This is an optimization exercise on Yosys and OpenROAD, whose aim is small area, a short achievable clock period and few clock cycles per item, not a production implementation. The RTL was checked by simulation tests, not by an equivalence proof against the original design. No activity file was given, so power comes from the tool's default toggle rates.

rev 12:
// Raptor64Mult
module Raptor64Mult(rst, clk, ld, sgn, isMuli, a, b, imm, o, done);
export LEC_CHECK = 0
export ABC_CLOCK_PERIOD_IN_PS = 3000
export CAP_MARGIN = 50
export CORE_MARGIN = 2
export CORE_UTILIZATION = 55
export SETUP_SLACK_MARGIN = 5
export SLEW_MARGIN = 70
export SYNTH_HIERARCHICAL = 1
export SYNTH_MINIMUM_KEEP_SIZE = 0
create_clock -name core_clock -period 10.0 [get_ports {clk}]
standard.sh (not shown) runs the stock make flow with config.mk's settings and CLKGATE_MAP_FILE= SYNTH_SCRIPT=/design/flow/synth_recipe.tcl, a recipe that flattens the netlist after the stock synthesis.
==> flow/flow/run.sh <==
#!/bin/bash
# Own layout flow: the standard layout (standard.sh, unchanged synthesis and
# steps), run with a larger setup repair margin than config.mk accepts, so that
# repair_timing keeps working on paths until they fit in a shorter period.
# The clock, constraints and design are the standard flow's; only the repair target moves.
set -euo pipefail
MARGIN=$(cat flow/margin.txt)
sed -e "s/SETUP_SLACK_MARGIN=[-0-9.]*/SETUP_SLACK_MARGIN=${MARGIN}/" standard.sh > standard_margin.sh
grep -q "SETUP_SLACK_MARGIN=${MARGIN}" standard_margin.sh
bash standard_margin.sh > standard_margin.log 2>&1
==> flow/flow/margin.txt <==
6.6
Testbench counts of rev 12, summed over its fixed seeds: cycles 19,200, items 2,400.
Input changes introduced in rev 13 (baseline for comparison: rev 12):
==> flow/flow/margin.txt <==
6.9
==> summary.txt <==
Delta (rev 13 minus rev 12): count of unique library cells instantiated by Yosys shows no meaningful change, placement-stage cell area went up by 0.71%.
Summary of rev 13 over rev 12: flip-flop and latch area increased by about 3% relative to the old numbers, routed wire length now sits higher.
The met3 track demand over resource reported for rev 13 is greater than that of rev 12 by 3.3 points.
When the final numbers for rev 13 and rev 12 were put side by side, the sequential share of cell area turned out to be greater in rev 12.
Row logic gate share of total power: rev 13 higher / rev 12 lower

========
Setup of pepper:
Starting RTL as in the previous note.
==> flow/config.mk <==
export PLATFORM = sky130hd
export DESIGN_NAME = Raptor64Mult
export DESIGN_NICKNAME = Raptor64Mult
export VERILOG_FILES = /design/flow/design.v
export SDC_FILE = /design/flow/constraint.sdc
export NUM_CORES = 4
export LEC_CHECK = 0
export ABC_CLOCK_PERIOD_IN_PS = 3000
export CAP_MARGIN = 50
export CORE_MARGIN = 2
export CORE_UTILIZATION = 55
export SETUP_SLACK_MARGIN = 5
export SLEW_MARGIN = 70
export SYNTH_HIERARCHICAL = 1
export SYNTH_MINIMUM_KEEP_SIZE = 0
==> flow/constraint.sdc <==
create_clock -name core_clock -period 10.0 [get_ports {clk}]
set_input_delay 2.0000 -clock core_clock [delete_from_list [all_inputs] [get_ports {clk}]]
set_output_delay 2.0000 -clock core_clock [all_outputs]
set_load 0.01 [all_outputs]
==> flow/flow/run.sh <==
#!/bin/bash
set -euo pipefail
MARGIN=$(cat flow/margin.txt)
export BUFFER_PORTS_ARGS="-buffer_cell $(cat flow/bufcell.txt)"
sed -e "s/SETUP_SLACK_MARGIN=[-0-9.]*/SETUP_SLACK_MARGIN=${MARGIN}/" standard.sh > standard_margin.sh
grep -q "SETUP_SLACK_MARGIN=${MARGIN}" standard_margin.sh
bash standard_margin.sh > standard_margin.log 2>&1
==> flow/flow/bufcell.txt <==
sky130_fd_sc_hd__buf_1
==> flow/flow/margin.txt <==
6.6
Testbench counts of pepper, summed over its fixed seeds: cycles 19,200, items 2,400.
Changes in indigo relative to pepper:
==> flow/run.sh (new file) <==
#!/bin/bash
# synth_recipe.tcl (not shown) runs the flow's synth.tcl, then flattens the netlist and writes it again
# the make line also repeats each setting of config.mk as NAME=value (left out here)
make -C /OpenROAD-flow-scripts/flow DESIGN_CONFIG=/design/flow/config.mk WORK_HOME=/design/flow/orfs CLKGATE_MAP_FILE= SYNTH_SCRIPT=/design/flow/synth_recipe.tcl finish
removed: flow/flow/run.sh
removed: flow/flow/bufcell.txt
removed: flow/flow/margin.txt
removed: flow/standard.sh
[summary]
- indigo closes out successfully: all stages finished, all timing, DRC and antenna checks passed.
- Compared indigo against pepper; routed wire length within noise.
- In indigo the detailed router's first-iteration violation count turned out 10% higher than in pepper.
- Clock tree buffer count of the final layout in indigo is 1 higher than in pepper
- indigo — non-clock buffer count 8 lower, pepper as reference
- The sequential share of layout area in indigo sits 1.0 points below the value recorded for pepper.

========
Raptor64Mult, a different RTL version from the one above (not shown whole).
Size: roughly 2900 cells after synthesis, ~430 flip-flops, about 330 I/O pins, ~0.033 mm^2 of cells after synthesis.
Design Raptor64Mult, start of the top module:
module Raptor64Mult(rst, clk, ld, sgn, isMuli, a, b, imm, o, done);
==> flow/config.mk <==
export PLATFORM = sky130hd
export DESIGN_NAME = Raptor64Mult
export DESIGN_NICKNAME = Raptor64Mult
export VERILOG_FILES = /design/flow/design.v
export SDC_FILE = /design/flow/constraint.sdc
export NUM_CORES = 4
export LEC_CHECK = 0
export ABC_CLOCK_PERIOD_IN_PS = 3000
export CAP_MARGIN = 50
export CORE_MARGIN = 2
export CORE_UTILIZATION = 55
export SETUP_SLACK_MARGIN = 5
export SLEW_MARGIN = 70
export SYNTH_HIERARCHICAL = 1
export SYNTH_MINIMUM_KEEP_SIZE = 0
==> flow/constraint.sdc <==
create_clock -name core_clock -period 10.0 [get_ports {clk}]
set_input_delay 2.0000 -clock core_clock [delete_from_list [all_inputs] [get_ports {clk}]]
set_output_delay 2.0000 -clock core_clock [all_outputs]
set_load 0.01 [all_outputs]
==> flow/flow/run.sh <==
#!/bin/bash
# Own layout flow: the standard layout (standard.sh, unchanged synthesis and
# steps), run with a larger setup repair margin than config.mk accepts, so that
# repair_timing keeps working on paths until they fit in a shorter period.
# The clock, constraints and design are the standard flow's; only the repair target moves.
set -euo pipefail
MARGIN=$(cat flow/margin.txt)
sed -e "s/SETUP_SLACK_MARGIN=[-0-9.]*/SETUP_SLACK_MARGIN=${MARGIN}/" standard.sh > standard_margin.sh
grep -q "SETUP_SLACK_MARGIN=${MARGIN}" standard_margin.sh
bash standard_margin.sh > standard_margin.log 2>&1
==> flow/flow/margin.txt <==
6.8
Testbench counts at the start, summed over its fixed seeds: cycles 19,200, items 2,400.
Then changed:
==> flow/run.sh (new file) <==
#!/bin/bash
# synth_recipe.tcl (not shown) runs the flow's synth.tcl, then flattens the netlist and writes it again
# the make line also repeats each setting of config.mk as NAME=value (left out here)
make -C /OpenROAD-flow-scripts/flow DESIGN_CONFIG=/design/flow/config.mk WORK_HOME=/design/flow/orfs CLKGATE_MAP_FILE= SYNTH_SCRIPT=/design/flow/synth_recipe.tcl finish
CAP_MARGIN = 20   (was 50)
SLEW_MARGIN = 20   (was 70)
removed: flow/flow/run.sh
removed: flow/flow/margin.txt
removed: flow/standard.sh
Wire length decreases by 13%.
Critical path depth decreases by 1.
Count of clock-buffer cells in the layout increases by 4.
Then changed:
CAP_MARGIN = 50   (was 20)
SLEW_MARGIN = 70   (was 20)
The new run passed the timing, DRC and antenna checks.
Core utilization climbs by 1.2 points.
Final cell count climbs by 0.32%.
Non-clock buffer count climbs by 13.
Worst setup slack improved by 0.26 ns.
Die area does not change.
Total power climbs by 1.2%.
Synthesized cell count does not change.

-- static timing again, ports no longer ideal --
Ports are ideal in the flow. The routed layouts listed here were re-timed in OpenROAD. Step 1: set_driving_cell puts a clkbuf_16 on clk and a buf_2 on each other input, an assumption about the parent block. Step 2, shift: input delay + t, output delay - t, t = (earliest + latest rising clock arrival at the registers) / 2. This alone moves slack from input paths to output paths. a / b / c = no drivers / after step 1 / after step 2; a / b = the first two.
| run | shift t [ns] | slack for setup (ns) | hold WS [ns] | latest minus earliest clock arrival (ns) | slew at the worst register clock pin (ns) |
|---|---|---|---|---|---|
| rev 12 | 0.669 | 6.634 / 6.568 / 6.287 | 0.445 / 0.445 / 0.445 | 0.029 / 0.029 | 0.07 / 0.07 |
| rev 13 | 0.675 | 6.869 / 6.836 / 6.241 | 0.444 / 0.444 / 0.444 | 0.021 / 0.021 | 0.07 / 0.07 |
| pepper | 0.688 | 6.641 / 6.573 / 6.411 | 0.445 / 0.445 / 0.445 | 0.023 / 0.023 | 0.07 / 0.07 |
| indigo | 0.670 | 6.155 / 6.090 / 6.280 | 0.445 / 0.445 / 0.445 | 0.028 / 0.028 | 0.06 / 0.06 |
| the first run of note 3 | 0.673 | 6.666 / 6.666 / 6.130 | 0.438 / 0.438 / 0.438 | 0.056 / 0.055 | 0.07 / 0.07 |
| the second run of note 3 | 0.686 | 6.093 / 6.093 / 5.657 | 0.458 / 0.458 / 0.458 | 0.043 / 0.043 | 0.07 / 0.07 |
| the third run of note 3 | 0.679 | 6.354 / 6.292 / 5.992 | 0.454 / 0.454 / 0.454 | 0.037 / 0.037 | 0.07 / 0.07 |
After both steps every run listed still meets setup and hold. The setup slack of rev 13, which loses most, moves by -0.033 ns with the drivers and by -0.628 ns with both steps.
